Source: an optimization exercise on an open RTL-to-GDS flow (aim: small area). Production flows keep margins and buffers that such runs may drop.
In this exercise RTL edits were held to simulation tests only and were not proved equivalent to the original.

## flow/run.sh

```bash
#!/bin/bash
# synth_recipe.tcl (not shown) runs the flow's synth.tcl, then flattens the netlist and writes it again
# the make line also repeats each setting of config.mk as NAME=value (left out here)
make -C /OpenROAD-flow-scripts/flow DESIGN_CONFIG=/design/flow/config.mk WORK_HOME=/design/flow/orfs CLKGATE_MAP_FILE= SYNTH_SCRIPT=/design/flow/synth_recipe.tcl finish
```

## flow/config.mk

```make
export PLATFORM = sky130hd
export DESIGN_NAME = mult_mem_top
export DESIGN_NICKNAME = mult_mem_top
export VERILOG_FILES = /design/flow/design.v
export SDC_FILE = /design/flow/constraint.sdc
export NUM_CORES = 4
export LEC_CHECK = 0
export CAP_MARGIN = 20
export CORE_MARGIN = 2
export CORE_UTILIZATION = 40
export SLEW_MARGIN = 20
```

## flow/constraint.sdc

```tcl
create_clock -name core_clock -period 4.5 [get_ports {clk}]
set_input_delay 0.9000 -clock core_clock [delete_from_list [all_inputs] [get_ports {clk}]]
set_output_delay 0.9000 -clock core_clock [all_outputs]
set_load 0.01 [all_outputs]
```

## flow/design.v

```verilog
module mul_lo (input logic [15:0] a, input logic [7:0] b, output logic [23:0] l);
    logic s1;
    logic c2;
    assign s1 = (a[6] & b[0]) ^ (a[5] & b[1]);
    assign c2 = (a[6] & b[0]) & (a[5] & b[1]);
    logic s3;
    logic c4;
    assign s3 = (a[7] & b[0]) ^ (a[6] & b[1]) ^ (a[5] & b[2]);
    assign c4 = ((a[7] & b[0]) & (a[6] & b[1])) | ((a[7] & b[0]) & (a[5] & b[2])) | ((a[6] & b[1]) & (a[5] & b[2]));
    logic s5;
    logic c6;
    assign s5 = (a[4] & b[3]) ^ (a[3] & b[4]);
    assign c6 = (a[4] & b[3]) & (a[3] & b[4]);
    logic s7;
    logic c8;
    assign s7 = (a[8] & b[0]) ^ (a[7] & b[1]) ^ (a[6] & b[2]);
    assign c8 = ((a[8] & b[0]) & (a[7] & b[1])) | ((a[8] & b[0]) & (a[6] & b[2])) | ((a[7] & b[1]) & (a[6] & b[2]));
    logic s9;
    logic c10;
    assign s9 = (a[5] & b[3]) ^ (a[4] & b[4]) ^ (a[3] & b[5]);
    assign c10 = ((a[5] & b[3]) & (a[4] & b[4])) | ((a[5] & b[3]) & (a[3] & b[5])) | ((a[4] & b[4]) & (a[3] & b[5]));
    logic s11;
    logic c12;
    assign s11 = (a[9] & b[0]) ^ (a[8] & b[1]) ^ (a[7] & b[2]);
    assign c12 = ((a[9] & b[0]) & (a[8] & b[1])) | ((a[9] & b[0]) & (a[7] & b[2])) | ((a[8] & b[1]) & (a[7] & b[2]));
    logic s13;
    logic c14;
    assign s13 = (a[6] & b[3]) ^ (a[5] & b[4]) ^ (a[4] & b[5]);
    assign c14 = ((a[6] & b[3]) & (a[5] & b[4])) | ((a[6] & b[3]) & (a[4] & b[5])) | ((a[5] & b[4]) & (a[4] & b[5]));
    logic s15;
    logic c16;
    assign s15 = (a[10] & b[0]) ^ (a[9] & b[1]) ^ (a[8] & b[2]);
    assign c16 = ((a[10] & b[0]) & (a[9] & b[1])) | ((a[10] & b[0]) & (a[8] & b[2])) | ((a[9] & b[1]) & (a[8] & b[2]));
    logic s17;
    logic c18;
    assign s17 = (a[7] & b[3]) ^ (a[6] & b[4]) ^ (a[5] & b[5]);
    assign c18 = ((a[7] & b[3]) & (a[6] & b[4])) | ((a[7] & b[3]) & (a[5] & b[5])) | ((a[6] & b[4]) & (a[5] & b[5]));
    logic s19;
    logic c20;
    assign s19 = (a[11] & b[0]) ^ (a[10] & b[1]) ^ (a[9] & b[2]);
    assign c20 = ((a[11] & b[0]) & (a[10] & b[1])) | ((a[11] & b[0]) & (a[9] & b[2])) | ((a[10] & b[1]) & (a[9] & b[2]));
    logic s21;
    logic c22;
    assign s21 = (a[8] & b[3]) ^ (a[7] & b[4]) ^ (a[6] & b[5]);
    assign c22 = ((a[8] & b[3]) & (a[7] & b[4])) | ((a[8] & b[3]) & (a[6] & b[5])) | ((a[7] & b[4]) & (a[6] & b[5]));
    logic s23;
    logic c24;
    assign s23 = (a[12] & b[0]) ^ (a[11] & b[1]) ^ (a[10] & b[2]);
    assign c24 = ((a[12] & b[0]) & (a[11] & b[1])) | ((a[12] & b[0]) & (a[10] & b[2])) | ((a[11] & b[1]) & (a[10] & b[2]));
    logic s25;
    logic c26;
    assign s25 = (a[9] & b[3]) ^ (a[8] & b[4]) ^ (a[7] & b[5]);
    assign c26 = ((a[9] & b[3]) & (a[8] & b[4])) | ((a[9] & b[3]) & (a[7] & b[5])) | ((a[8] & b[4]) & (a[7] & b[5]));
    logic s27;
    logic c28;
    assign s27 = (a[13] & b[0]) ^ (a[12] & b[1]) ^ (a[11] & b[2]);
    assign c28 = ((a[13] & b[0]) & (a[12] & b[1])) | ((a[13] & b[0]) & (a[11] & b[2])) | ((a[12] & b[1]) & (a[11] & b[2]));
    logic s29;
    logic c30;
    assign s29 = (a[10] & b[3]) ^ (a[9] & b[4]) ^ (a[8] & b[5]);
    assign c30 = ((a[10] & b[3]) & (a[9] & b[4])) | ((a[10] & b[3]) & (a[8] & b[5])) | ((a[9] & b[4]) & (a[8] & b[5]));
    logic s31;
    logic c32;
    assign s31 = (a[14] & b[0]) ^ (a[13] & b[1]) ^ (a[12] & b[2]);
    assign c32 = ((a[14] & b[0]) & (a[13] & b[1])) | ((a[14] & b[0]) & (a[12] & b[2])) | ((a[13] & b[1]) & (a[12] & b[2]));
    logic s33;
    logic c34;
    assign s33 = (a[11] & b[3]) ^ (a[10] & b[4]) ^ (a[9] & b[5]);
    assign c34 = ((a[11] & b[3]) & (a[10] & b[4])) | ((a[11] & b[3]) & (a[9] & b[5])) | ((a[10] & b[4]) & (a[9] & b[5]));
    logic s35;
    logic c36;
    assign s35 = (a[15] & b[0]) ^ (a[14] & b[1]) ^ (a[13] & b[2]);
    assign c36 = ((a[15] & b[0]) & (a[14] & b[1])) | ((a[15] & b[0]) & (a[13] & b[2])) | ((a[14] & b[1]) & (a[13] & b[2]));
    logic s37;
    logic c38;
    assign s37 = (a[12] & b[3]) ^ (a[11] & b[4]) ^ (a[10] & b[5]);
    assign c38 = ((a[12] & b[3]) & (a[11] & b[4])) | ((a[12] & b[3]) & (a[10] & b[5])) | ((a[11] & b[4]) & (a[10] & b[5]));
    logic s39;
    logic c40;
    assign s39 = (a[15] & b[1]) ^ (a[14] & b[2]) ^ (a[13] & b[3]);
    assign c40 = ((a[15] & b[1]) & (a[14] & b[2])) | ((a[15] & b[1]) & (a[13] & b[3])) | ((a[14] & b[2]) & (a[13] & b[3]));
    logic s41;
    logic c42;
    assign s41 = (a[12] & b[4]) ^ (a[11] & b[5]);
    assign c42 = (a[12] & b[4]) & (a[11] & b[5]);
    logic s43;
    logic c44;
    assign s43 = (a[15] & b[2]) ^ (a[14] & b[3]) ^ (a[13] & b[4]);
    assign c44 = ((a[15] & b[2]) & (a[14] & b[3])) | ((a[15] & b[2]) & (a[13] & b[4])) | ((a[14] & b[3]) & (a[13] & b[4]));
    logic s45;
    logic c46;
    assign s45 = (a[4] & b[0]) ^ (a[3] & b[1]);
    assign c46 = (a[4] & b[0]) & (a[3] & b[1]);
    logic s47;
    logic c48;
    assign s47 = (a[5] & b[0]) ^ (a[4] & b[1]) ^ (a[3] & b[2]);
    assign c48 = ((a[5] & b[0]) & (a[4] & b[1])) | ((a[5] & b[0]) & (a[3] & b[2])) | ((a[4] & b[1]) & (a[3] & b[2]));
    logic s49;
    logic c50;
    assign s49 = (a[2] & b[3]) ^ (a[1] & b[4]);
    assign c50 = (a[2] & b[3]) & (a[1] & b[4]);
    logic s51;
    logic c52;
    assign s51 = (a[4] & b[2]) ^ (a[3] & b[3]) ^ (a[2] & b[4]);
    assign c52 = ((a[4] & b[2]) & (a[3] & b[3])) | ((a[4] & b[2]) & (a[2] & b[4])) | ((a[3] & b[3]) & (a[2] & b[4]));
    logic s53;
    logic c54;
    assign s53 = (a[1] & b[5]) ^ (a[0] & b[6]) ^ s1;
    assign c54 = ((a[1] & b[5]) & (a[0] & b[6])) | ((a[1] & b[5]) & s1) | ((a[0] & b[6]) & s1);
    logic s55;
    logic c56;
    assign s55 = (a[2] & b[5]) ^ (a[1] & b[6]) ^ (a[0] & b[7]);
    assign c56 = ((a[2] & b[5]) & (a[1] & b[6])) | ((a[2] & b[5]) & (a[0] & b[7])) | ((a[1] & b[6]) & (a[0] & b[7]));
    logic s57;
    logic c58;
    assign s57 = s3 ^ s5 ^ c2;
    assign c58 = (s3 & s5) | (s3 & c2) | (s5 & c2);
    logic s59;
    logic c60;
    assign s59 = (a[2] & b[6]) ^ (a[1] & b[7]) ^ s7;
    assign c60 = ((a[2] & b[6]) & (a[1] & b[7])) | ((a[2] & b[6]) & s7) | ((a[1] & b[7]) & s7);
    logic s61;
    logic c62;
    assign s61 = s9 ^ c4 ^ c6;
    assign c62 = (s9 & c4) | (s9 & c6) | (c4 & c6);
    logic s63;
    logic c64;
    assign s63 = (a[3] & b[6]) ^ (a[2] & b[7]) ^ s11;
    assign c64 = ((a[3] & b[6]) & (a[2] & b[7])) | ((a[3] & b[6]) & s11) | ((a[2] & b[7]) & s11);
    logic s65;
    logic c66;
    assign s65 = s13 ^ c8 ^ c10;
    assign c66 = (s13 & c8) | (s13 & c10) | (c8 & c10);
    logic s67;
    logic c68;
    assign s67 = (a[4] & b[6]) ^ (a[3] & b[7]) ^ s15;
    assign c68 = ((a[4] & b[6]) & (a[3] & b[7])) | ((a[4] & b[6]) & s15) | ((a[3] & b[7]) & s15);
    logic s69;
    logic c70;
    assign s69 = s17 ^ c12 ^ c14;
    assign c70 = (s17 & c12) | (s17 & c14) | (c12 & c14);
    logic s71;
    logic c72;
    assign s71 = (a[5] & b[6]) ^ (a[4] & b[7]) ^ s19;
    assign c72 = ((a[5] & b[6]) & (a[4] & b[7])) | ((a[5] & b[6]) & s19) | ((a[4] & b[7]) & s19);
    logic s73;
    logic c74;
    assign s73 = s21 ^ c16 ^ c18;
    assign c74 = (s21 & c16) | (s21 & c18) | (c16 & c18);
    logic s75;
    logic c76;
    assign s75 = (a[6] & b[6]) ^ (a[5] & b[7]) ^ s23;
    assign c76 = ((a[6] & b[6]) & (a[5] & b[7])) | ((a[6] & b[6]) & s23) | ((a[5] & b[7]) & s23);
    logic s77;
    logic c78;
    assign s77 = s25 ^ c20 ^ c22;
    assign c78 = (s25 & c20) | (s25 & c22) | (c20 & c22);
    logic s79;
    logic c80;
    assign s79 = (a[7] & b[6]) ^ (a[6] & b[7]) ^ s27;
    assign c80 = ((a[7] & b[6]) & (a[6] & b[7])) | ((a[7] & b[6]) & s27) | ((a[6] & b[7]) & s27);
    logic s81;
    logic c82;
    assign s81 = s29 ^ c24 ^ c26;
    assign c82 = (s29 & c24) | (s29 & c26) | (c24 & c26);
    logic s83;
    logic c84;
    assign s83 = (a[8] & b[6]) ^ (a[7] & b[7]) ^ s31;
    assign c84 = ((a[8] & b[6]) & (a[7] & b[7])) | ((a[8] & b[6]) & s31) | ((a[7] & b[7]) & s31);
    logic s85;
    logic c86;
    assign s85 = s33 ^ c28 ^ c30;
    assign c86 = (s33 & c28) | (s33 & c30) | (c28 & c30);
    logic s87;
    logic c88;
    assign s87 = (a[9] & b[6]) ^ (a[8] & b[7]) ^ s35;
    assign c88 = ((a[9] & b[6]) & (a[8] & b[7])) | ((a[9] & b[6]) & s35) | ((a[8] & b[7]) & s35);
    logic s89;
    logic c90;
    assign s89 = s37 ^ c32 ^ c34;
    assign c90 = (s37 & c32) | (s37 & c34) | (c32 & c34);
    logic s91;
    logic c92;
    assign s91 = (a[10] & b[6]) ^ (a[9] & b[7]) ^ s39;
    assign c92 = ((a[10] & b[6]) & (a[9] & b[7])) | ((a[10] & b[6]) & s39) | ((a[9] & b[7]) & s39);
    logic s93;
    logic c94;
    assign s93 = s41 ^ c36 ^ c38;
    assign c94 = (s41 & c36) | (s41 & c38) | (c36 & c38);
    logic s95;
    logic c96;
    assign s95 = (a[12] & b[5]) ^ (a[11] & b[6]) ^ (a[10] & b[7]);
    assign c96 = ((a[12] & b[5]) & (a[11] & b[6])) | ((a[12] & b[5]) & (a[10] & b[7])) | ((a[11] & b[6]) & (a[10] & b[7]));
    logic s97;
    logic c98;
    assign s97 = s43 ^ c40 ^ c42;
    assign c98 = (s43 & c40) | (s43 & c42) | (c40 & c42);
    logic s99;
    logic c100;
    assign s99 = (a[15] & b[3]) ^ (a[14] & b[4]) ^ (a[13] & b[5]);
    assign c100 = ((a[15] & b[3]) & (a[14] & b[4])) | ((a[15] & b[3]) & (a[13] & b[5])) | ((a[14] & b[4]) & (a[13] & b[5]));
    logic s101;
    logic c102;
    assign s101 = (a[12] & b[6]) ^ (a[11] & b[7]) ^ c44;
    assign c102 = ((a[12] & b[6]) & (a[11] & b[7])) | ((a[12] & b[6]) & c44) | ((a[11] & b[7]) & c44);
    logic s103;
    logic c104;
    assign s103 = (a[15] & b[4]) ^ (a[14] & b[5]) ^ (a[13] & b[6]);
    assign c104 = ((a[15] & b[4]) & (a[14] & b[5])) | ((a[15] & b[4]) & (a[13] & b[6])) | ((a[14] & b[5]) & (a[13] & b[6]));
    logic s105;
    logic c106;
    assign s105 = (a[3] & b[0]) ^ (a[2] & b[1]);
    assign c106 = (a[3] & b[0]) & (a[2] & b[1]);
    logic s107;
    logic c108;
    assign s107 = (a[2] & b[2]) ^ (a[1] & b[3]) ^ (a[0] & b[4]);
    assign c108 = ((a[2] & b[2]) & (a[1] & b[3])) | ((a[2] & b[2]) & (a[0] & b[4])) | ((a[1] & b[3]) & (a[0] & b[4]));
    logic s109;
    logic c110;
    assign s109 = (a[0] & b[5]) ^ s47 ^ s49;
    assign c110 = ((a[0] & b[5]) & s47) | ((a[0] & b[5]) & s49) | (s47 & s49);
    logic s111;
    logic c112;
    assign s111 = s51 ^ s53 ^ c48;
    assign c112 = (s51 & s53) | (s51 & c48) | (s53 & c48);
    logic s113;
    logic c114;
    assign s113 = s55 ^ s57 ^ c52;
    assign c114 = (s55 & s57) | (s55 & c52) | (s57 & c52);
    logic s115;
    logic c116;
    assign s115 = s59 ^ s61 ^ c56;
    assign c116 = (s59 & s61) | (s59 & c56) | (s61 & c56);
    logic s117;
    logic c118;
    assign s117 = s63 ^ s65 ^ c60;
    assign c118 = (s63 & s65) | (s63 & c60) | (s65 & c60);
    logic s119;
    logic c120;
    assign s119 = s67 ^ s69 ^ c64;
    assign c120 = (s67 & s69) | (s67 & c64) | (s69 & c64);
    logic s121;
    logic c122;
    assign s121 = s71 ^ s73 ^ c68;
    assign c122 = (s71 & s73) | (s71 & c68) | (s73 & c68);
    logic s123;
    logic c124;
    assign s123 = s75 ^ s77 ^ c72;
    assign c124 = (s75 & s77) | (s75 & c72) | (s77 & c72);
    logic s125;
    logic c126;
    assign s125 = s79 ^ s81 ^ c76;
    assign c126 = (s79 & s81) | (s79 & c76) | (s81 & c76);
    logic s127;
    logic c128;
    assign s127 = s83 ^ s85 ^ c80;
    assign c128 = (s83 & s85) | (s83 & c80) | (s85 & c80);
    logic s129;
    logic c130;
    assign s129 = s87 ^ s89 ^ c84;
    assign c130 = (s87 & s89) | (s87 & c84) | (s89 & c84);
    logic s131;
    logic c132;
    assign s131 = s91 ^ s93 ^ c88;
    assign c132 = (s91 & s93) | (s91 & c88) | (s93 & c88);
    logic s133;
    logic c134;
    assign s133 = s95 ^ s97 ^ c92;
    assign c134 = (s95 & s97) | (s95 & c92) | (s97 & c92);
    logic s135;
    logic c136;
    assign s135 = s99 ^ s101 ^ c96;
    assign c136 = (s99 & s101) | (s99 & c96) | (s101 & c96);
    logic s137;
    logic c138;
    assign s137 = (a[12] & b[7]) ^ s103 ^ c100;
    assign c138 = ((a[12] & b[7]) & s103) | ((a[12] & b[7]) & c100) | (s103 & c100);
    logic s139;
    logic c140;
    assign s139 = (a[15] & b[5]) ^ (a[14] & b[6]) ^ (a[13] & b[7]);
    assign c140 = ((a[15] & b[5]) & (a[14] & b[6])) | ((a[15] & b[5]) & (a[13] & b[7])) | ((a[14] & b[6]) & (a[13] & b[7]));
    logic s141;
    logic c142;
    assign s141 = (a[2] & b[0]) ^ (a[1] & b[1]);
    assign c142 = (a[2] & b[0]) & (a[1] & b[1]);
    logic s143;
    logic c144;
    assign s143 = (a[1] & b[2]) ^ (a[0] & b[3]) ^ s105;
    assign c144 = ((a[1] & b[2]) & (a[0] & b[3])) | ((a[1] & b[2]) & s105) | ((a[0] & b[3]) & s105);
    logic s145;
    logic c146;
    assign s145 = s45 ^ s107 ^ c106;
    assign c146 = (s45 & s107) | (s45 & c106) | (s107 & c106);
    logic s147;
    logic c148;
    assign s147 = c46 ^ s109 ^ c108;
    assign c148 = (c46 & s109) | (c46 & c108) | (s109 & c108);
    logic s149;
    logic c150;
    assign s149 = c50 ^ s111 ^ c110;
    assign c150 = (c50 & s111) | (c50 & c110) | (s111 & c110);
    logic s151;
    logic c152;
    assign s151 = c54 ^ s113 ^ c112;
    assign c152 = (c54 & s113) | (c54 & c112) | (s113 & c112);
    logic s153;
    logic c154;
    assign s153 = c58 ^ s115 ^ c114;
    assign c154 = (c58 & s115) | (c58 & c114) | (s115 & c114);
    logic s155;
    logic c156;
    assign s155 = c62 ^ s117 ^ c116;
    assign c156 = (c62 & s117) | (c62 & c116) | (s117 & c116);
    logic s157;
    logic c158;
    assign s157 = c66 ^ s119 ^ c118;
    assign c158 = (c66 & s119) | (c66 & c118) | (s119 & c118);
    logic s159;
    logic c160;
    assign s159 = c70 ^ s121 ^ c120;
    assign c160 = (c70 & s121) | (c70 & c120) | (s121 & c120);
    logic s161;
    logic c162;
    assign s161 = c74 ^ s123 ^ c122;
    assign c162 = (c74 & s123) | (c74 & c122) | (s123 & c122);
    logic s163;
    logic c164;
    assign s163 = c78 ^ s125 ^ c124;
    assign c164 = (c78 & s125) | (c78 & c124) | (s125 & c124);
    logic s165;
    logic c166;
    assign s165 = c82 ^ s127 ^ c126;
    assign c166 = (c82 & s127) | (c82 & c126) | (s127 & c126);
    logic s167;
    logic c168;
    assign s167 = c86 ^ s129 ^ c128;
    assign c168 = (c86 & s129) | (c86 & c128) | (s129 & c128);
    logic s169;
    logic c170;
    assign s169 = c90 ^ s131 ^ c130;
    assign c170 = (c90 & s131) | (c90 & c130) | (s131 & c130);
    logic s171;
    logic c172;
    assign s171 = c94 ^ s133 ^ c132;
    assign c172 = (c94 & s133) | (c94 & c132) | (s133 & c132);
    logic s173;
    logic c174;
    assign s173 = c98 ^ s135 ^ c134;
    assign c174 = (c98 & s135) | (c98 & c134) | (s135 & c134);
    logic s175;
    logic c176;
    assign s175 = c102 ^ s137 ^ c136;
    assign c176 = (c102 & s137) | (c102 & c136) | (s137 & c136);
    logic s177;
    logic c178;
    assign s177 = c104 ^ s139 ^ c138;
    assign c178 = (c104 & s139) | (c104 & c138) | (s139 & c138);
    logic s179;
    logic c180;
    assign s179 = (a[15] & b[6]) ^ (a[14] & b[7]) ^ c140;
    assign c180 = ((a[15] & b[6]) & (a[14] & b[7])) | ((a[15] & b[6]) & c140) | ((a[14] & b[7]) & c140);
    assign l = {1'b0, (a[15] & b[7]), s179, s177, s175, s173, s171, s169, s167, s165, s163, s161, s159, s157, s155, s153, s151, s149, s147, s145, s143, (a[0] & b[2]), (a[1] & b[0]), (a[0] & b[0])}
        + {1'b0, c180, c178, c176, c174, c172, c170, c168, c166, c164, c162, c160, c158, c156, c154, c152, c150, c148, c146, c144, c142, s141, (a[0] & b[1]), 1'b0};
endmodule
module mul_hi (input logic [15:0] a, input logic [7:0] b, input logic [23:0] l, output logic [31:0] p);
    logic s1;
    logic c2;
    assign s1 = l[13] ^ (a[5] & b[0]);
    assign c2 = l[13] & (a[5] & b[0]);
    logic s3;
    logic c4;
    assign s3 = l[14] ^ (a[6] & b[0]) ^ (a[5] & b[1]);
    assign c4 = (l[14] & (a[6] & b[0])) | (l[14] & (a[5] & b[1])) | ((a[6] & b[0]) & (a[5] & b[1]));
    logic s5;
    logic c6;
    assign s5 = (a[4] & b[2]) ^ (a[3] & b[3]);
    assign c6 = (a[4] & b[2]) & (a[3] & b[3]);
    logic s7;
    logic c8;
    assign s7 = l[15] ^ (a[7] & b[0]) ^ (a[6] & b[1]);
    assign c8 = (l[15] & (a[7] & b[0])) | (l[15] & (a[6] & b[1])) | ((a[7] & b[0]) & (a[6] & b[1]));
    logic s9;
    logic c10;
    assign s9 = (a[5] & b[2]) ^ (a[4] & b[3]) ^ (a[3] & b[4]);
    assign c10 = ((a[5] & b[2]) & (a[4] & b[3])) | ((a[5] & b[2]) & (a[3] & b[4])) | ((a[4] & b[3]) & (a[3] & b[4]));
    logic s11;
    logic c12;
    assign s11 = (a[2] & b[5]) ^ (a[1] & b[6]);
    assign c12 = (a[2] & b[5]) & (a[1] & b[6]);
    logic s13;
    logic c14;
    assign s13 = l[16] ^ (a[8] & b[0]) ^ (a[7] & b[1]);
    assign c14 = (l[16] & (a[8] & b[0])) | (l[16] & (a[7] & b[1])) | ((a[8] & b[0]) & (a[7] & b[1]));
    logic s15;
    logic c16;
    assign s15 = (a[6] & b[2]) ^ (a[5] & b[3]) ^ (a[4] & b[4]);
    assign c16 = ((a[6] & b[2]) & (a[5] & b[3])) | ((a[6] & b[2]) & (a[4] & b[4])) | ((a[5] & b[3]) & (a[4] & b[4]));
    logic s17;
    logic c18;
    assign s17 = (a[3] & b[5]) ^ (a[2] & b[6]) ^ (a[1] & b[7]);
    assign c18 = ((a[3] & b[5]) & (a[2] & b[6])) | ((a[3] & b[5]) & (a[1] & b[7])) | ((a[2] & b[6]) & (a[1] & b[7]));
    logic s19;
    logic c20;
    assign s19 = l[17] ^ (a[9] & b[0]) ^ (a[8] & b[1]);
    assign c20 = (l[17] & (a[9] & b[0])) | (l[17] & (a[8] & b[1])) | ((a[9] & b[0]) & (a[8] & b[1]));
    logic s21;
    logic c22;
    assign s21 = (a[7] & b[2]) ^ (a[6] & b[3]) ^ (a[5] & b[4]);
    assign c22 = ((a[7] & b[2]) & (a[6] & b[3])) | ((a[7] & b[2]) & (a[5] & b[4])) | ((a[6] & b[3]) & (a[5] & b[4]));
    logic s23;
    logic c24;
    assign s23 = (a[4] & b[5]) ^ (a[3] & b[6]) ^ (a[2] & b[7]);
    assign c24 = ((a[4] & b[5]) & (a[3] & b[6])) | ((a[4] & b[5]) & (a[2] & b[7])) | ((a[3] & b[6]) & (a[2] & b[7]));
    logic s25;
    logic c26;
    assign s25 = l[18] ^ (a[10] & b[0]) ^ (a[9] & b[1]);
    assign c26 = (l[18] & (a[10] & b[0])) | (l[18] & (a[9] & b[1])) | ((a[10] & b[0]) & (a[9] & b[1]));
    logic s27;
    logic c28;
    assign s27 = (a[8] & b[2]) ^ (a[7] & b[3]) ^ (a[6] & b[4]);
    assign c28 = ((a[8] & b[2]) & (a[7] & b[3])) | ((a[8] & b[2]) & (a[6] & b[4])) | ((a[7] & b[3]) & (a[6] & b[4]));
    logic s29;
    logic c30;
    assign s29 = (a[5] & b[5]) ^ (a[4] & b[6]) ^ (a[3] & b[7]);
    assign c30 = ((a[5] & b[5]) & (a[4] & b[6])) | ((a[5] & b[5]) & (a[3] & b[7])) | ((a[4] & b[6]) & (a[3] & b[7]));
    logic s31;
    logic c32;
    assign s31 = l[19] ^ (a[11] & b[0]) ^ (a[10] & b[1]);
    assign c32 = (l[19] & (a[11] & b[0])) | (l[19] & (a[10] & b[1])) | ((a[11] & b[0]) & (a[10] & b[1]));
    logic s33;
    logic c34;
    assign s33 = (a[9] & b[2]) ^ (a[8] & b[3]) ^ (a[7] & b[4]);
    assign c34 = ((a[9] & b[2]) & (a[8] & b[3])) | ((a[9] & b[2]) & (a[7] & b[4])) | ((a[8] & b[3]) & (a[7] & b[4]));
    logic s35;
    logic c36;
    assign s35 = (a[6] & b[5]) ^ (a[5] & b[6]) ^ (a[4] & b[7]);
    assign c36 = ((a[6] & b[5]) & (a[5] & b[6])) | ((a[6] & b[5]) & (a[4] & b[7])) | ((a[5] & b[6]) & (a[4] & b[7]));
    logic s37;
    logic c38;
    assign s37 = l[20] ^ (a[12] & b[0]) ^ (a[11] & b[1]);
    assign c38 = (l[20] & (a[12] & b[0])) | (l[20] & (a[11] & b[1])) | ((a[12] & b[0]) & (a[11] & b[1]));
    logic s39;
    logic c40;
    assign s39 = (a[10] & b[2]) ^ (a[9] & b[3]) ^ (a[8] & b[4]);
    assign c40 = ((a[10] & b[2]) & (a[9] & b[3])) | ((a[10] & b[2]) & (a[8] & b[4])) | ((a[9] & b[3]) & (a[8] & b[4]));
    logic s41;
    logic c42;
    assign s41 = (a[7] & b[5]) ^ (a[6] & b[6]) ^ (a[5] & b[7]);
    assign c42 = ((a[7] & b[5]) & (a[6] & b[6])) | ((a[7] & b[5]) & (a[5] & b[7])) | ((a[6] & b[6]) & (a[5] & b[7]));
    logic s43;
    logic c44;
    assign s43 = l[21] ^ (a[13] & b[0]) ^ (a[12] & b[1]);
    assign c44 = (l[21] & (a[13] & b[0])) | (l[21] & (a[12] & b[1])) | ((a[13] & b[0]) & (a[12] & b[1]));
    logic s45;
    logic c46;
    assign s45 = (a[11] & b[2]) ^ (a[10] & b[3]) ^ (a[9] & b[4]);
    assign c46 = ((a[11] & b[2]) & (a[10] & b[3])) | ((a[11] & b[2]) & (a[9] & b[4])) | ((a[10] & b[3]) & (a[9] & b[4]));
    logic s47;
    logic c48;
    assign s47 = (a[8] & b[5]) ^ (a[7] & b[6]) ^ (a[6] & b[7]);
    assign c48 = ((a[8] & b[5]) & (a[7] & b[6])) | ((a[8] & b[5]) & (a[6] & b[7])) | ((a[7] & b[6]) & (a[6] & b[7]));
    logic s49;
    logic c50;
    assign s49 = l[22] ^ (a[14] & b[0]) ^ (a[13] & b[1]);
    assign c50 = (l[22] & (a[14] & b[0])) | (l[22] & (a[13] & b[1])) | ((a[14] & b[0]) & (a[13] & b[1]));
    logic s51;
    logic c52;
    assign s51 = (a[12] & b[2]) ^ (a[11] & b[3]) ^ (a[10] & b[4]);
    assign c52 = ((a[12] & b[2]) & (a[11] & b[3])) | ((a[12] & b[2]) & (a[10] & b[4])) | ((a[11] & b[3]) & (a[10] & b[4]));
    logic s53;
    logic c54;
    assign s53 = (a[9] & b[5]) ^ (a[8] & b[6]) ^ (a[7] & b[7]);
    assign c54 = ((a[9] & b[5]) & (a[8] & b[6])) | ((a[9] & b[5]) & (a[7] & b[7])) | ((a[8] & b[6]) & (a[7] & b[7]));
    logic s55;
    logic c56;
    assign s55 = l[23] ^ (a[15] & b[0]) ^ (a[14] & b[1]);
    assign c56 = (l[23] & (a[15] & b[0])) | (l[23] & (a[14] & b[1])) | ((a[15] & b[0]) & (a[14] & b[1]));
    logic s57;
    logic c58;
    assign s57 = (a[13] & b[2]) ^ (a[12] & b[3]) ^ (a[11] & b[4]);
    assign c58 = ((a[13] & b[2]) & (a[12] & b[3])) | ((a[13] & b[2]) & (a[11] & b[4])) | ((a[12] & b[3]) & (a[11] & b[4]));
    logic s59;
    logic c60;
    assign s59 = (a[10] & b[5]) ^ (a[9] & b[6]) ^ (a[8] & b[7]);
    assign c60 = ((a[10] & b[5]) & (a[9] & b[6])) | ((a[10] & b[5]) & (a[8] & b[7])) | ((a[9] & b[6]) & (a[8] & b[7]));
    logic s61;
    logic c62;
    assign s61 = (a[15] & b[1]) ^ (a[14] & b[2]) ^ (a[13] & b[3]);
    assign c62 = ((a[15] & b[1]) & (a[14] & b[2])) | ((a[15] & b[1]) & (a[13] & b[3])) | ((a[14] & b[2]) & (a[13] & b[3]));
    logic s63;
    logic c64;
    assign s63 = (a[12] & b[4]) ^ (a[11] & b[5]) ^ (a[10] & b[6]);
    assign c64 = ((a[12] & b[4]) & (a[11] & b[5])) | ((a[12] & b[4]) & (a[10] & b[6])) | ((a[11] & b[5]) & (a[10] & b[6]));
    logic s65;
    logic c66;
    assign s65 = (a[15] & b[2]) ^ (a[14] & b[3]) ^ (a[13] & b[4]);
    assign c66 = ((a[15] & b[2]) & (a[14] & b[3])) | ((a[15] & b[2]) & (a[13] & b[4])) | ((a[14] & b[3]) & (a[13] & b[4]));
    logic s67;
    logic c68;
    assign s67 = l[11] ^ (a[3] & b[0]);
    assign c68 = l[11] & (a[3] & b[0]);
    logic s69;
    logic c70;
    assign s69 = l[12] ^ (a[4] & b[0]) ^ (a[3] & b[1]);
    assign c70 = (l[12] & (a[4] & b[0])) | (l[12] & (a[3] & b[1])) | ((a[4] & b[0]) & (a[3] & b[1]));
    logic s71;
    logic c72;
    assign s71 = (a[2] & b[2]) ^ (a[1] & b[3]);
    assign c72 = (a[2] & b[2]) & (a[1] & b[3]);
    logic s73;
    logic c74;
    assign s73 = (a[4] & b[1]) ^ (a[3] & b[2]) ^ (a[2] & b[3]);
    assign c74 = ((a[4] & b[1]) & (a[3] & b[2])) | ((a[4] & b[1]) & (a[2] & b[3])) | ((a[3] & b[2]) & (a[2] & b[3]));
    logic s75;
    logic c76;
    assign s75 = (a[1] & b[4]) ^ (a[0] & b[5]) ^ s1;
    assign c76 = ((a[1] & b[4]) & (a[0] & b[5])) | ((a[1] & b[4]) & s1) | ((a[0] & b[5]) & s1);
    logic s77;
    logic c78;
    assign s77 = (a[2] & b[4]) ^ (a[1] & b[5]) ^ (a[0] & b[6]);
    assign c78 = ((a[2] & b[4]) & (a[1] & b[5])) | ((a[2] & b[4]) & (a[0] & b[6])) | ((a[1] & b[5]) & (a[0] & b[6]));
    logic s79;
    logic c80;
    assign s79 = s3 ^ s5 ^ c2;
    assign c80 = (s3 & s5) | (s3 & c2) | (s5 & c2);
    logic s81;
    logic c82;
    assign s81 = (a[0] & b[7]) ^ s7 ^ s9;
    assign c82 = ((a[0] & b[7]) & s7) | ((a[0] & b[7]) & s9) | (s7 & s9);
    logic s83;
    logic c84;
    assign s83 = s11 ^ c4 ^ c6;
    assign c84 = (s11 & c4) | (s11 & c6) | (c4 & c6);
    logic s85;
    logic c86;
    assign s85 = s13 ^ s15 ^ s17;
    assign c86 = (s13 & s15) | (s13 & s17) | (s15 & s17);
    logic s87;
    logic c88;
    assign s87 = c8 ^ c10 ^ c12;
    assign c88 = (c8 & c10) | (c8 & c12) | (c10 & c12);
    logic s89;
    logic c90;
    assign s89 = s19 ^ s21 ^ s23;
    assign c90 = (s19 & s21) | (s19 & s23) | (s21 & s23);
    logic s91;
    logic c92;
    assign s91 = c14 ^ c16 ^ c18;
    assign c92 = (c14 & c16) | (c14 & c18) | (c16 & c18);
    logic s93;
    logic c94;
    assign s93 = s25 ^ s27 ^ s29;
    assign c94 = (s25 & s27) | (s25 & s29) | (s27 & s29);
    logic s95;
    logic c96;
    assign s95 = c20 ^ c22 ^ c24;
    assign c96 = (c20 & c22) | (c20 & c24) | (c22 & c24);
    logic s97;
    logic c98;
    assign s97 = s31 ^ s33 ^ s35;
    assign c98 = (s31 & s33) | (s31 & s35) | (s33 & s35);
    logic s99;
    logic c100;
    assign s99 = c26 ^ c28 ^ c30;
    assign c100 = (c26 & c28) | (c26 & c30) | (c28 & c30);
    logic s101;
    logic c102;
    assign s101 = s37 ^ s39 ^ s41;
    assign c102 = (s37 & s39) | (s37 & s41) | (s39 & s41);
    logic s103;
    logic c104;
    assign s103 = c32 ^ c34 ^ c36;
    assign c104 = (c32 & c34) | (c32 & c36) | (c34 & c36);
    logic s105;
    logic c106;
    assign s105 = s43 ^ s45 ^ s47;
    assign c106 = (s43 & s45) | (s43 & s47) | (s45 & s47);
    logic s107;
    logic c108;
    assign s107 = c38 ^ c40 ^ c42;
    assign c108 = (c38 & c40) | (c38 & c42) | (c40 & c42);
    logic s109;
    logic c110;
    assign s109 = s49 ^ s51 ^ s53;
    assign c110 = (s49 & s51) | (s49 & s53) | (s51 & s53);
    logic s111;
    logic c112;
    assign s111 = c44 ^ c46 ^ c48;
    assign c112 = (c44 & c46) | (c44 & c48) | (c46 & c48);
    logic s113;
    logic c114;
    assign s113 = s55 ^ s57 ^ s59;
    assign c114 = (s55 & s57) | (s55 & s59) | (s57 & s59);
    logic s115;
    logic c116;
    assign s115 = c50 ^ c52 ^ c54;
    assign c116 = (c50 & c52) | (c50 & c54) | (c52 & c54);
    logic s117;
    logic c118;
    assign s117 = (a[9] & b[7]) ^ s61 ^ s63;
    assign c118 = ((a[9] & b[7]) & s61) | ((a[9] & b[7]) & s63) | (s61 & s63);
    logic s119;
    logic c120;
    assign s119 = c56 ^ c58 ^ c60;
    assign c120 = (c56 & c58) | (c56 & c60) | (c58 & c60);
    logic s121;
    logic c122;
    assign s121 = (a[12] & b[5]) ^ (a[11] & b[6]) ^ (a[10] & b[7]);
    assign c122 = ((a[12] & b[5]) & (a[11] & b[6])) | ((a[12] & b[5]) & (a[10] & b[7])) | ((a[11] & b[6]) & (a[10] & b[7]));
    logic s123;
    logic c124;
    assign s123 = s65 ^ c62 ^ c64;
    assign c124 = (s65 & c62) | (s65 & c64) | (c62 & c64);
    logic s125;
    logic c126;
    assign s125 = (a[15] & b[3]) ^ (a[14] & b[4]) ^ (a[13] & b[5]);
    assign c126 = ((a[15] & b[3]) & (a[14] & b[4])) | ((a[15] & b[3]) & (a[13] & b[5])) | ((a[14] & b[4]) & (a[13] & b[5]));
    logic s127;
    logic c128;
    assign s127 = (a[12] & b[6]) ^ (a[11] & b[7]) ^ c66;
    assign c128 = ((a[12] & b[6]) & (a[11] & b[7])) | ((a[12] & b[6]) & c66) | ((a[11] & b[7]) & c66);
    logic s129;
    logic c130;
    assign s129 = (a[15] & b[4]) ^ (a[14] & b[5]) ^ (a[13] & b[6]);
    assign c130 = ((a[15] & b[4]) & (a[14] & b[5])) | ((a[15] & b[4]) & (a[13] & b[6])) | ((a[14] & b[5]) & (a[13] & b[6]));
    logic s131;
    logic c132;
    assign s131 = l[10] ^ (a[2] & b[0]);
    assign c132 = l[10] & (a[2] & b[0]);
    logic s133;
    logic c134;
    assign s133 = (a[2] & b[1]) ^ (a[1] & b[2]) ^ (a[0] & b[3]);
    assign c134 = ((a[2] & b[1]) & (a[1] & b[2])) | ((a[2] & b[1]) & (a[0] & b[3])) | ((a[1] & b[2]) & (a[0] & b[3]));
    logic s135;
    logic c136;
    assign s135 = (a[0] & b[4]) ^ s69 ^ s71;
    assign c136 = ((a[0] & b[4]) & s69) | ((a[0] & b[4]) & s71) | (s69 & s71);
    logic s137;
    logic c138;
    assign s137 = s73 ^ s75 ^ c70;
    assign c138 = (s73 & s75) | (s73 & c70) | (s75 & c70);
    logic s139;
    logic c140;
    assign s139 = s77 ^ s79 ^ c74;
    assign c140 = (s77 & s79) | (s77 & c74) | (s79 & c74);
    logic s141;
    logic c142;
    assign s141 = s81 ^ s83 ^ c78;
    assign c142 = (s81 & s83) | (s81 & c78) | (s83 & c78);
    logic s143;
    logic c144;
    assign s143 = s85 ^ s87 ^ c82;
    assign c144 = (s85 & s87) | (s85 & c82) | (s87 & c82);
    logic s145;
    logic c146;
    assign s145 = s89 ^ s91 ^ c86;
    assign c146 = (s89 & s91) | (s89 & c86) | (s91 & c86);
    logic s147;
    logic c148;
    assign s147 = s93 ^ s95 ^ c90;
    assign c148 = (s93 & s95) | (s93 & c90) | (s95 & c90);
    logic s149;
    logic c150;
    assign s149 = s97 ^ s99 ^ c94;
    assign c150 = (s97 & s99) | (s97 & c94) | (s99 & c94);
    logic s151;
    logic c152;
    assign s151 = s101 ^ s103 ^ c98;
    assign c152 = (s101 & s103) | (s101 & c98) | (s103 & c98);
    logic s153;
    logic c154;
    assign s153 = s105 ^ s107 ^ c102;
    assign c154 = (s105 & s107) | (s105 & c102) | (s107 & c102);
    logic s155;
    logic c156;
    assign s155 = s109 ^ s111 ^ c106;
    assign c156 = (s109 & s111) | (s109 & c106) | (s111 & c106);
    logic s157;
    logic c158;
    assign s157 = s113 ^ s115 ^ c110;
    assign c158 = (s113 & s115) | (s113 & c110) | (s115 & c110);
    logic s159;
    logic c160;
    assign s159 = s117 ^ s119 ^ c114;
    assign c160 = (s117 & s119) | (s117 & c114) | (s119 & c114);
    logic s161;
    logic c162;
    assign s161 = s121 ^ s123 ^ c118;
    assign c162 = (s121 & s123) | (s121 & c118) | (s123 & c118);
    logic s163;
    logic c164;
    assign s163 = s125 ^ s127 ^ c122;
    assign c164 = (s125 & s127) | (s125 & c122) | (s127 & c122);
    logic s165;
    logic c166;
    assign s165 = (a[12] & b[7]) ^ s129 ^ c126;
    assign c166 = ((a[12] & b[7]) & s129) | ((a[12] & b[7]) & c126) | (s129 & c126);
    logic s167;
    logic c168;
    assign s167 = (a[15] & b[5]) ^ (a[14] & b[6]) ^ (a[13] & b[7]);
    assign c168 = ((a[15] & b[5]) & (a[14] & b[6])) | ((a[15] & b[5]) & (a[13] & b[7])) | ((a[14] & b[6]) & (a[13] & b[7]));
    logic s169;
    logic c170;
    assign s169 = l[9] ^ (a[1] & b[0]);
    assign c170 = l[9] & (a[1] & b[0]);
    logic s171;
    logic c172;
    assign s171 = (a[1] & b[1]) ^ (a[0] & b[2]) ^ s131;
    assign c172 = ((a[1] & b[1]) & (a[0] & b[2])) | ((a[1] & b[1]) & s131) | ((a[0] & b[2]) & s131);
    logic s173;
    logic c174;
    assign s173 = s67 ^ s133 ^ c132;
    assign c174 = (s67 & s133) | (s67 & c132) | (s133 & c132);
    logic s175;
    logic c176;
    assign s175 = c68 ^ s135 ^ c134;
    assign c176 = (c68 & s135) | (c68 & c134) | (s135 & c134);
    logic s177;
    logic c178;
    assign s177 = c72 ^ s137 ^ c136;
    assign c178 = (c72 & s137) | (c72 & c136) | (s137 & c136);
    logic s179;
    logic c180;
    assign s179 = c76 ^ s139 ^ c138;
    assign c180 = (c76 & s139) | (c76 & c138) | (s139 & c138);
    logic s181;
    logic c182;
    assign s181 = c80 ^ s141 ^ c140;
    assign c182 = (c80 & s141) | (c80 & c140) | (s141 & c140);
    logic s183;
    logic c184;
    assign s183 = c84 ^ s143 ^ c142;
    assign c184 = (c84 & s143) | (c84 & c142) | (s143 & c142);
    logic s185;
    logic c186;
    assign s185 = c88 ^ s145 ^ c144;
    assign c186 = (c88 & s145) | (c88 & c144) | (s145 & c144);
    logic s187;
    logic c188;
    assign s187 = c92 ^ s147 ^ c146;
    assign c188 = (c92 & s147) | (c92 & c146) | (s147 & c146);
    logic s189;
    logic c190;
    assign s189 = c96 ^ s149 ^ c148;
    assign c190 = (c96 & s149) | (c96 & c148) | (s149 & c148);
    logic s191;
    logic c192;
    assign s191 = c100 ^ s151 ^ c150;
    assign c192 = (c100 & s151) | (c100 & c150) | (s151 & c150);
    logic s193;
    logic c194;
    assign s193 = c104 ^ s153 ^ c152;
    assign c194 = (c104 & s153) | (c104 & c152) | (s153 & c152);
    logic s195;
    logic c196;
    assign s195 = c108 ^ s155 ^ c154;
    assign c196 = (c108 & s155) | (c108 & c154) | (s155 & c154);
    logic s197;
    logic c198;
    assign s197 = c112 ^ s157 ^ c156;
    assign c198 = (c112 & s157) | (c112 & c156) | (s157 & c156);
    logic s199;
    logic c200;
    assign s199 = c116 ^ s159 ^ c158;
    assign c200 = (c116 & s159) | (c116 & c158) | (s159 & c158);
    logic s201;
    logic c202;
    assign s201 = c120 ^ s161 ^ c160;
    assign c202 = (c120 & s161) | (c120 & c160) | (s161 & c160);
    logic s203;
    logic c204;
    assign s203 = c124 ^ s163 ^ c162;
    assign c204 = (c124 & s163) | (c124 & c162) | (s163 & c162);
    logic s205;
    logic c206;
    assign s205 = c128 ^ s165 ^ c164;
    assign c206 = (c128 & s165) | (c128 & c164) | (s165 & c164);
    logic s207;
    logic c208;
    assign s207 = c130 ^ s167 ^ c166;
    assign c208 = (c130 & s167) | (c130 & c166) | (s167 & c166);
    logic s209;
    logic c210;
    assign s209 = (a[15] & b[6]) ^ (a[14] & b[7]) ^ c168;
    assign c210 = ((a[15] & b[6]) & (a[14] & b[7])) | ((a[15] & b[6]) & c168) | ((a[14] & b[7]) & c168);
    assign p = {1'b0, (a[15] & b[7]), s209, s207, s205, s203, s201, s199, s197, s195, s193, s191, s189, s187, s185, s183, s181, s179, s177, s175, s173, s171, (a[0] & b[1]), l[8], l[7], l[6], l[5], l[4], l[3], l[2], l[1], l[0]}
        + {1'b0, c210, c208, c206, c204, c202, c200, c198, c196, c194, c192, c190, c188, c186, c184, c182, c180, c178, c176, c174, c172, c170, s169, (a[0] & b[0]), 1'b0, 1'b0, 1'b0, 1'b0, 1'b0, 1'b0, 1'b0, 1'b0};
endmodule
module mult_mem_top (
    input  logic        clk,
    input  logic        rst,
    input  logic        EN_mult,
    input  logic        EN_blockRead,
    input  logic [15:0] mult_input0,
    input  logic [15:0] mult_input1,
    output logic        RDY_mult,
    output logic        VALID_memVal,
    output logic [31:0] memVal_data
);
    localparam logic [1:0] S_IDLE = 2'd0, S_CAP = 2'd1, S_FULL = 2'd2, S_READ = 2'd3;
    logic [1:0]  st;
    logic [6:0]  cnt;      
    logic [2:0]  rot;      
    logic [2:0]  tsel;     
    logic [63:0][31:0] m;  
    logic [23:0] lo;
    logic [15:0] a0;
    logic [31:0] prod;
    logic        conv;
    mul_lo u_lo (.a(mult_input0), .b(mult_input1[7:0]), .l(lo));
    mul_hi u_hi (.a(a0), .b(m[0][31:24]), .l(m[0][23:0]), .p(prod));
    logic idle, start, push, chain;
    assign idle  = rst || (st == S_IDLE);
    assign start = idle && EN_mult;
    assign push  = !idle && (st == S_CAP) && !cnt[6];
    assign chain = push || ((st == S_READ) && (cnt != 7'd0) && (rot == 3'd0));
    always_ff @(posedge clk) begin
        if (idle) begin
            RDY_mult     <= 1'b1;
            VALID_memVal <= 1'b0;
            cnt          <= 7'd0;
            st           <= EN_mult ? S_CAP : S_IDLE;
        end else begin
            case (st)
                S_CAP: begin
                    cnt <= cnt + 7'd1;
                    if (cnt == 7'd71) RDY_mult <= 1'b0;
                    if (cnt == 7'd73) st <= S_FULL;
                end
                S_FULL: begin
                    cnt <= 7'd0;
                    if (EN_blockRead) begin
                        st   <= S_READ;
                        tsel <= rot + 3'd1;
                    end
                end
                default: begin  
                    VALID_memVal <= 1'b1;
                    cnt <= cnt + 7'd1;
                    if (cnt == 7'd63) begin
                        RDY_mult <= 1'b1;
                        st       <= S_IDLE;
                    end
                end
            endcase
        end
    end
    always_ff @(posedge clk) begin
        if (start)      rot <= 3'd0;
        else if (!chain) rot <= rot + 3'd1;
    end
    always_ff @(posedge clk) begin
        a0   <= mult_input0;
        conv <= push;
        for (int g = 0; g < 8; g++) begin
            for (int j = (g == 0) ? 2 : 1; j < 8; j++)
                m[8*g+j] <= m[8*g+j-1];
        end
        m[0] <= push ? {mult_input1[15:8], lo} : m[7];
        m[1] <= conv ? prod : m[0];
        for (int g = 1; g < 8; g++)
            m[8*g] <= chain ? m[8*g-1] : m[8*g+7];
    end
    assign memVal_data = m[{3'd7, tsel}];
endmodule
```

==> notes.md, run 1 <==
status failed layout checks; Violated Checks setup timing; Clock Tree Buf Depth 3; mux cell area share after synthesis 0.0802; Post-route DRC 0; filler cell count ~12000; synth unique cells between 70 and 80; most used flip-flop cell after synthesis dfxtp_1; chip width between 300 and 400 µm; placed cells 5613; xor-xnor portion of the synthesized cell area 0.00473; crit start category flip-flop; setup violators final 5; asr flop ratio synth 0; port bufs 69; Ports 70; gp weighted congestion around 0.81; total negative slack -0.298 ns; first-pass GRT wire length around 140000 µm; reg2reg end m[59]$_DFF_P_; Relative slew margins 0.529; fraction of layout cells with a size suffix above 1 0.237; vias in the first global route around 26000; Die ar. between 100000 and 150000 µm²; largest net degree at the start of global routing between 90 and 100; dominant cell type by area after synthesis dfxtp_1; row count approximately 140; critical path required time ~5.2 ns; largest family of logic cells by synthesized area adder cells; average wire per standard cell 14.4 µm; Adder-Cell Fraction of Synth Area 0.0813; Multi-input gate area 13400 µm²; Initial Util 0.403; nets@finish 4324; htree depth 4; YS warnings 1; Vias/cell 4.24; Post-Syn Nets around 3900; flop2flop setup slack -0.1 ns; Slew @ Worst Pin approximately 0.7 ns; Die Y around 380 µm; Compound-Gate Fraction of Synth Area 0.0214; Crit Path Max Fanout 4; cell area after synthesis about 56000 µm²; most frequent cells after synthesis 2077 x dfxtp_1, 263 x mux2_2, 225 x nand2_1, 194 x inv_1, 183 x fa_1; Hold Buf Count CTS 0; RSZ-0062 raised after global routing true; minimum clock period roughly 4.6 ns; top area cells in the synthesized netlist dfxtp_1 75%, fa_1 6.6%, mux2_2 5.3%; Inserted Diodes 0; clock sink total ~2100; post-synthesis cell count around 3600; r2r startpoint m[24]$_DFF_P_; CTS tree done; DPL Wire Length about 56000 µm; Final WS setup -0.0965 ns; All-Layer GR Usage 0.123; hold path depth 0; gr ovfl total 0; most numerous cell in the Yosys netlist dfxtp_1; Yosys top cell area share 0.749; Worst Hold Launch m[424]$_DFF_P_; Final Skew 0.0545 ns; Hold Slack 0.279 ns; initial antenna violation count 1; Core Util, Final 0.488; post-synthesis register bit count 2082; critical setup path kind flip-flop to flip-flop; CTS root buf clkbuf_16; Max-Cap Viols 0; remaining antenna violation count 0; Clk Latency, worst-skew pair between 0.7 and 0.8 ns; CORE AREA approximately 140000 µm²; final hold vios 0; clk slew on worst S/H paths ~0.060 ns; DR iter-0 viols a little over 1000; first drt pass iteration count 5; Hold EP m[456]$_DFF_P_; fin. max-slew vios 0; EDFF count, synth 5; fin crit share 1.02; fmax approximately 220 MHz; Hold Crit Class flip-flop to flip-flop; Synth Area in Simple Gates 0.0409; CTS Buf Count about 180; syn avg cell area 15.3 µm²; Finished Layout Cells ~6000; post-synthesis sequential area ratio 0.751; P&R area growth vs syn 20.9%; worst r2r path cells 19; critical path capture point type flip-flop; Data arrival, critical path roughly 5.2 ns; DR vias 25300; aggregate routed wire length ~86000 µm; register area ~42000 µm²
metrics by stage:
stage	setup slack, ns	cell area (µm²)
after floorplan	-0.257	55800
after global routing	-0.211	67100
after global placement	-0.943	60100
after detailed placement	-1.01	60100
final	-0.0965	67100
after CTS	-0.0478	66600
cells by family (layout without fill, tap and decap cells):
kind of cell,count (synthesis),after routing
flip-flops,2082,2082
XOR/XNOR,30,30
buffers and inverters,281,841
AND/OR/NAND/NOR,469,469
multiplexers,332,332
AO/OA/AOI/OAI,178,178
adder cells (fa/ha/maj),251,251
metal layers:
layer	routed length [µm]	global-route usage	part of all wire
met2	37600	0.190	0.44
met5	0	0	0
met3	3150	0.0261	0.037
met4	2080	0.0429	0.024
met1	43400	0.172	0.50
flip-flops by register name, indices dropped and copies added, names as in the netlist:
signal / count
m: 2048
conv: 1
rot: 3
a0: 16
RDY_mult: 1
tsel: 3
VALID_memVal: 1
st: 2
cnt: 7
cell usage in the layout (no fill, tap or decap), types with 11 or more instances in the layout:
| master | count |
|---|---|
| dfxtp_1 | 2065 |
| mux2_2 | 262 |
| nand2_1 | 215 |
| buf_4 | 205 |
| inv_1 | 185 |
| fa_1 | 177 |
| clkbuf_16 | 177 |
| and2_1 | 108 |
| mux4_2 | 64 |
| clkbuf_1 | 50 |
| clkdlybuf4s50_1 | 50 |
| ha_1 | 47 |
| nor2_1 | 41 |
| o21ai_0 | 37 |
| a21oi_1 | 34 |
| clkbuf_8 | 33 |
| clkinv_2 | 28 |
| buf_12 | 26 |
| ha_4 | 20 |
| a21o_1 | 18 |
| nand3_1 | 18 |
| xor2_1 | 16 |
| buf_6 | 16 |
| dlymetal6s2s_1 | 14 |
| xnor2_1 | 12 |
| and2_4 | 11 |
| bufinv_16 | 11 |
how the worst max path moves through the flow:
stage | from | endpoint | depth (start not counted)
3_5_place_dp | mult_input1[2] | m[20]$_DFF_P_ | 15
3_3_place_gp | mult_input1[2] | m[21]$_DFF_P_ | 17
4_1_cts | m[28]$_DFF_P_ | m[55]$_DFF_P_ | 15
5_1_grt | m[28]$_DFF_P_ | m[59]$_DFF_P_ | 15
6_report | m[24]$_DFF_P_ | m[59]$_DFF_P_ | 19
2_1_floorplan | mult_input1[1] | m[21]$_DFF_P_ | 15
critical path, stage by stage (launching register included):
cell and delay [ns]:
dfxtp_4 0.36, buf_12 0.13, buf_4 0.13, buf_12 0.11
buf_4 0.12, nand2_2 0.06, fa_1 0.41, inv_1 0.08
fa_1 0.43, fa_1 0.54, inv_1 0.05, fa_1 0.49
inv_2 0.05, ha_4 0.25, and4_4 0.15, and3_4 0.18
a221oi_4 0.33, o31ai_4 0.16, xor2_1 0.18, mux2_4 0.26
cell type report:
cell class | instances | share of cell area
inverters | 195 | 0.0109
clock buffers | 260 | 0.0755
well taps | 1794 | 0.0334
flip-flops and latches | 2082 | 0.622
repair buffers | 321 | 0.0450
clock inverters | 65 | 0.0139
multi-input cells | 1260 | 0.199
what timing repair did:
item,in CTS,in global routing
resized for setup,83,96
endpoints found under the hold margin,0,0
gates cloned,2,2
setup buffers,16,22
pin swaps,59,50
endpoints found under the setup margin,28,28
==> run 2: changes to the inputs <==
--- a/flow/design.v
+++ b/flow/design.v
@@ -802,5 +802,5 @@
     logic [6:0]  cnt;      
     logic [2:0]  rot;      
-    logic [2:0]  tsel;     
+    logic [7:0]  tsel;     
     logic [63:0][31:0] m;  
     logic [23:0] lo;
@@ -809,5 +809,6 @@
     logic        conv;
     mul_lo u_lo (.a(mult_input0), .b(mult_input1[7:0]), .l(lo));
-    mul_hi u_hi (.a(a0), .b(m[0][31:24]), .l(m[0][23:0]), .p(prod));
+    logic [7:4]  b0;       
+    mul_hi u_hi (.a(a0), .b({b0[7:4], m[0][27:24]}), .l(m[0][23:0]), .p(prod));
     logic idle, start, push, chain;
     assign idle  = rst || (st == S_IDLE);
@@ -832,5 +833,5 @@
                     if (EN_blockRead) begin
                         st   <= S_READ;
-                        tsel <= rot + 3'd1;
+                        tsel <= 8'd1 << (rot + 3'd1);
                     end
                 end
@@ -852,4 +853,5 @@
     always_ff @(posedge clk) begin
         a0   <= mult_input0;
+        b0   <= mult_input1[15:12];
         conv <= push;
         for (int g = 0; g < 8; g++) begin
@@ -862,4 +864,8 @@
             m[8*g] <= chain ? m[8*g-1] : m[8*g+7];
     end
-    assign memVal_data = m[{3'd7, tsel}];
+    always_comb begin
+        memVal_data = '0;
+        for (int i = 0; i < 8; i++)
+            memVal_data = memVal_data | (m[56+i] & {32{tsel[i]}});
+    end
 endmodule
==> run 2 against run 1 <==
The layout still fails its checks (setup timing). Sequential share of layout area up 1.1 points. Sequential cell count rose by 9. Clock skew down 0.016 ns. Worst hold slack improved by 0.026 ns. Die area down 0.76%. First-iteration DRC count increased by 25%.
==> notes.md, run 2 <==
remaining antenna violation count 0 (unchanged); Design Area, Final 66400 µm² (-1.1%); chip width 375 µm (-0.38%); post-synthesis cell count 3683 (+1.7%); Largest regs m: 2048 flops, a0: 16 flops, tsel: 8 flops; DR vias 25800 (+1.7%); Initial Util 0.402 (-0.00161); clock sink total 2091 (+0.43%); gp weighted congestion 0.814 (+0.49%); post-synthesis register bit count 2091 (+0.43%); CORE AREA 137000 µm² (-0.37%); crit start category flip-flop; P&R area growth vs syn 20.5%; CP most frequent cell fa_1; first-pass GRT wire length 140000 µm (+0.87%); Multi-input gate area 12700 µm² (-5.3%); syn avg cell area 15.0 µm² (-2.4%); gr ovfl total 0 (unchanged); YS warnings 1 (unchanged); most frequent cells after synthesis 2081 x dfxtp_1, 231 x mux2_2, 222 x nand2_1, 197 x inv_1, 183 x fa_1; row count 136 (unchanged); most common cell after layout, fill and taps aside dfxtp_1; EDFF count, synth 10 (+5); nets@finish 4358 (+0.79%); Max-Cap Viols 0 (unchanged); cell area after synthesis 55100 µm² (-0.77%); most used flip-flop cell after synthesis dfxtp_1; DPL Wire Length 57000 µm (+1.0%); Die ar. 141000 µm² (-0.76%); Post-Syn Nets 3973 (+1.6%); Final Skew 0.0390 ns (-0.0155 ns); setup violators final 3 (-2); status failed layout checks; register with the most flip-flops m; aggregate routed wire length 86400 µm (+0.21%); Slew @ Worst Pin 1.00 ns (+0.295 ns); Ports 70 (unchanged); critical setup path kind flip-flop to flip-flop; largest net degree at the start of global routing 86 (-7.5%); filler cell count 11800 (+0.52%); critical path capture point type flip-flop; asr flop ratio synth 0 (unchanged); final hold vios 0 (unchanged); first drt pass iteration count 5 (unchanged); fin. max-slew vios 0 (unchanged); initial antenna violation count 0 (-1); DR iter-0 viols 1296 (+25%); critical path required time 5.15 ns (about the same); Hold Slack 0.306 ns (+0.0262 ns); cell family with most CP delay adder cells; Clock Tree Buf Depth 3 (unchanged); Crit Path Max Fanout 7 (+3); CP bufs+invs 4 (-3); All-Layer GR Usage 0.124 (+0.000765); CTS Buf Count 178 (+0.56%); Violated Checks setup timing; synth unique cells 67 (-14%); most frequent cells in the layout 2067 x dfxtp_1, 231 x mux2_2, 207 x nand2_1; Vias/cell 4.29 (+1.3%); worst-path cell chain buf_12 -> and2_4 -> fa_1 -> fa_1 -> inv_1 -> fa_1 -> fa_1 -> inv_2 -> ha_4 -> buf_6 -> a2111oi_4 -> o21ai_1 -> a21oi_1 -> a21o_1 -> nor3_2 -> or4_1 -> o311ai_2; Die Y 375 µm (-0.38%); most numerous cell in the Yosys netlist dfxtp_1; port bufs 69 (unchanged); vias in the first global route 26200 (+1.0%); register area 42000 µm² (+0.60%); fmax 221 MHz (+1.7%); Post-route DRC 0 (unchanged); Final WS setup -0.0204 ns (+0.0761 ns); Clk Latency, worst-skew pair 0.76 ns (about the same); minimum clock period 4.52 ns (-0.0761 ns); htree depth 4 (unchanged); clk slew on worst S/H paths 0.06 ns (about the same); Core Util, Final 0.484 (-0.00355); post-synthesis sequential area ratio 0.761 (+0.00999); Data arrival, critical path 5.17 ns (-0.07 ns); average wire per standard cell 14.4 µm (-0.24%); crit-path max cell delay 0.53 ns (about the same); CTS tree done; Inserted Diodes 0 (unchanged); dominant cell type by area after synthesis dfxtp_1; fraction of layout cells with a size suffix above 1 0.207 (-0.0300); fin crit share 1.00 (-0.0169); number of flip-flops in the largest register 2048 (unchanged); Yosys top cell area share 0.756 (+0.00725); RSZ-0062 raised after global routing true; crit path max-delay cell type fa_1; CTS root buf clkbuf_16; Hold Crit Class flip-flop to flip-flop; Relative slew margins 0.333 (-0.196); top area cells in the synthesized netlist dfxtp_1 76%, fa_1 6.6%, mux2_2 4.7%; post-place instance area 59500 µm² (-1.0%)
-- run 2: timing repair --
action,4_1_cts,5_1_grt
setup endpoints to repair,22,29
resized for setup,70,78
setup buffers,14,11
hold buffers,0,0
pin swaps,46,59
gates cloned,0,4
-- run 2: cell families after synthesis --
group | synth area share
AO/OA/AOI/OAI | 0.0381
AND/OR/NAND/NOR | 0.0428
flip-flops | 0.761
adder cells (fa/ha/maj) | 0.0826
multiplexers | 0.0481
XOR/XNOR | 0.00572
buffers and inverters | 0.0214
-- run 2: metal layers --
metal  global-route usage  up-vias  wire length (µm)
met2                0.192      432             37900
met5                    0        -                 0
met4               0.0458        0              2390
met1                0.172    12400             42800
met3               0.0255      176              3300
li1                     -    12800                 -
-- run 2: final timing paths --
kind,endpoint,cells past startpoint,startpoint,slack [ns]
max,m[60]$_DFF_P_,17,b0[5]$_DFF_P_,-0.02
min,m[1317]$_DFF_P_,0,m[1285]$_DFF_P_,0.31
max reg2reg,m[60]$_DFF_P_,17,b0[5]$_DFF_P_,-0.02
min reg2reg,m[1317]$_DFF_P_,0,m[1285]$_DFF_P_,0.31
-- run 2: stage by stage --
stage          setup WS [ns]  setup TNS (ns)  instances
6_report             -0.0204         -0.0508       6004
5_1_grt               -0.210           -1.45       6004
3_5_place_dp          -0.890          -19.17       5655
3_3_place_gp          -0.795          -17.70       5655
4_1_cts            -0.000990       -0.000990       5991
2_1_floorplan        -0.0291         -0.0804       3683
-- run 2: final cells by class --
class	count	area share
timing repair buffer	291	0.0385
clock inverter	63	0.0136
inverter	198	0.0112
clock buffer	259	0.0794
tap	1794	0.0338
sequential	2091	0.633
multi-input combinational	1308	0.191
==> run 3: changes to the inputs <==
--- a/flow/config.mk
+++ b/flow/config.mk
@@ -8,4 +8,6 @@
 export CAP_MARGIN = 20
 export CORE_MARGIN = 2
-export CORE_UTILIZATION = 40
+export CORE_UTILIZATION = 65
+export CTS_BUF_LIST = sky130_fd_sc_hd__clkbuf_8
+export CTS_CLUSTER_SIZE = 30
 export SLEW_MARGIN = 20
==> run 3 against run 2 <==
Still fails the layout checks on setup timing. Wire length rose by 18%. Area after synthesis did not move. Utilization rose by 29 points. Via count rose by 5.1%. Clock skew rose by 0.064 ns. Critical path type unchanged.
==> notes.md, run 3 <==
critical setup path kind flip-flop to flip-flop; htree depth 5 (+1); Final WS setup -0.00116 ns (+0.0192 ns); Post-Syn Nets 3973 (unchanged); Data arrival, critical path 5.28 ns (+0.11 ns); RSZ-0062 raised after global routing true; Hold Buf Count CTS 0 (unchanged); most common cell after layout, fill and taps aside dfxtp_1; most frequent cells in the layout 2066 x dfxtp_1, 375 x clkbuf_8, 277 x inv_1; Crit Path Max Fanout 6 (-1); Die Y 295 µm (-21%); most used flip-flop cell after synthesis dfxtp_1; Vias/cell 4.92 (+15%); CTS root buf clkbuf_8; total negative slack -0.00116 ns (+0.0497 ns); critical path required time 5.28 ns (+0.13 ns); r2r startpoint m[24]$_DFF_P_; Relative slew margins 0.507 (+0.174); vias in the first global route 30400 (+16%); final hold vios 0 (unchanged); setup violators final 1 (-2); fin crit share 1.00 (-0.00427); All-Layer GR Usage 0.242 (+0.118); gr ovfl total 0 (unchanged); syn avg cell area 15.0 µm² (unchanged); first-pass GRT wire length 164000 µm (+17%); reg2reg end m[59]$_DFF_P_; status failed layout checks; aggregate routed wire length 102000 µm (+18%); worst r2r path cells 18 (+1); fmax 222 MHz (+0.43%); cell area after synthesis 55100 µm² (unchanged); DR iter-0 viols 1152 (-11%); register with the most flip-flops m; post-synthesis cell count 3683 (unchanged); Violated Checks setup timing; Clock Tree Buf Depth 4 (+1); Hold EP m[326]$_DFF_P_; Ports 70 (unchanged); post-synthesis sequential area ratio 0.761 (unchanged); Clk Latency, worst-skew pair 0.93 ns (+0.17 ns); Initial Util 0.658 (+0.256); average wire per standard cell 18.5 µm (+29%); asr flop ratio synth 0 (unchanged); Max-Cap Viols 0 (unchanged); YS warnings 1 (unchanged); Die ar. 87100 µm² (-38%); DR vias 27100 (+5.1%); mux cell area share after synthesis 0.0481 (unchanged); Slew @ Worst Pin 0.739 ns (-0.262 ns); worst-path cell chain buf_6 -> buf_6 -> nand2_4 -> fa_1 -> inv_2 -> fa_1 -> inv_1 -> fa_1 -> fa_1 -> inv_2 -> ha_4 -> and4_4 -> nand2_4 -> a21oi_4 -> o41ai_4 -> buf_6 -> or4_1 -> a41oi_2; crit start category flip-flop; row count 106 (-22%); Core Util, Final 0.777 (+0.293); filler cell count 4557 (-61%); Hold Slack 0.220 ns (-0.0852 ns); DPL Wire Length 61500 µm (+7.9%); Worst Hold Launch m[294]$_DFF_P_; synth unique cells 67 (unchanged); Final Skew 0.103 ns (+0.0643 ns); Adder-Cell Fraction of Synth Area 0.0826 (unchanged); fin. max-slew vios 0 (unchanged); Yosys top cell area share 0.756 (unchanged)
run 3: timing repair:
item,in CTS,in global routing
gates resized for setup,66,74
pin swaps,41,40
setup endpoints to repair,14,26
gates cloned,0,1
buffers inserted,10,11
hold endpoints to repair,0,0
run 3: per-stage QoR:
stage          cells  cell area (µm²)  setup WS (ns)
2_1_floorplan   3683            55500        -0.0291
3_3_place_gp    4984            58500         -0.940
3_5_place_dp    4984            58500         -0.976
4_1_cts         5493            64700       -0.00342
5_1_grt         5505            65100         -0.176
6_report        5505            65100       -0.00116
run 3: kinds of logic (layout without fill, tap and decap cells):
logic type | count (synthesis) | in the layout
AO/OA/AOI/OAI | 302 | 302
XOR/XNOR | 36 | 36
adder cells (fa/ha/maj) | 254 | 254
buffers and inverters | 284 | 971
flip-flops | 2091 | 2091
multiplexers | 236 | 236
other | 0 | 1
AND/OR/NAND/NOR | 480 | 480
run 3: worst max-delay path, delay by kind of cell (launching register included):
kind	cells	cell delay (ns)
AOI/OAI and AO/OA	3	0.45
adders and majority gates	5	2.19
buffers and inverters	6	0.51
DFF	1	0.39
and+or+nand+nor	4	0.86
run 3: routing by layer:
| metal | part of all wire | GRT usage | wire length (µm) | vias up |
|---|---|---|---|---|
| met5 | 0 | 0 | 0 | - |
| met4 | 0.036 | 0.109 | 3660 | 0 |
| met3 | 0.037 | 0.0455 | 3730 | 217 |
| met2 | 0.50 | 0.419 | 51200 | 588 |
| met1 | 0.43 | 0.296 | 43500 | 13300 |
| li1 | - | - | - | 13000 |
run 3: worst max-delay path by stage:
| stage | from | endpoint | slack (ns) | depth (start not counted) |
|---|---|---|---|---|
| finish | m[24]$_DFF_P_ | m[59]$_DFF_P_ | -0.001 | 18 |
| global route | m[24]$_DFF_P_ | m[61]$_DFF_P_ | -0.18 | 19 |
| CTS | m[24]$_DFF_P_ | m[61]$_DFF_P_ | -0.003 | 19 |
| detailed placement | mult_input0[6] | m[18]$_DFF_P_ | -0.98 | 16 |
| global placement | mult_input0[6] | m[18]$_DFF_P_ | -0.94 | 16 |
| floorplan | mult_input1[0] | m[22]$_DFF_P_ | -0.03 | 17 |
run 3: area by class of cell:
cell class | count | area [µm²] | share of cell area
repair buffers | 274 | 2410 | 0.0370
diodes | 1 | 2.50 | 0.0000384
well taps | 1134 | 1420 | 0.0218
inverters | 198 | 743 | 0.0114
clock inverters | 124 | 682 | 0.0105
multi-input cells | 1308 | 12700 | 0.195
flip-flops and latches | 2091 | 42000 | 0.645
clock buffers | 375 | 5160 | 0.0793

-- re-timing with driven ports --
In the flow no input, the clock included, has a driving cell. The finished layouts below were timed again as built, in two steps. Step 1 assumes that a clkbuf_16 drives the clock port and a buf_2 every other input. Step 2 also shifts input and output timing later by t, the mid clock arrival at the registers, as if the neighbouring blocks saw the same clock. a / b / c = ideal ports / drivers / drivers and shift; a / b = the first two.
| run | shift t [ns] | setup slack, ns | worst slew at a driven data input, ns | pins driven straight from the clock port |
|---|---|---|---|---|
| run 1 | 0.817 | -0.096 / -0.096 / -0.521 | 0.19 | 1 |
| run 2 | 0.807 | -0.020 / -0.020 / -0.645 | 0.06 | 1 |
| run 3 | 0.934 | -0.001 / -0.001 / -0.833 | 0.04 | 1 |
The setup slack of run 3, which loses most, moves by 0.000 ns with the drivers and by -0.832 ns with both steps.
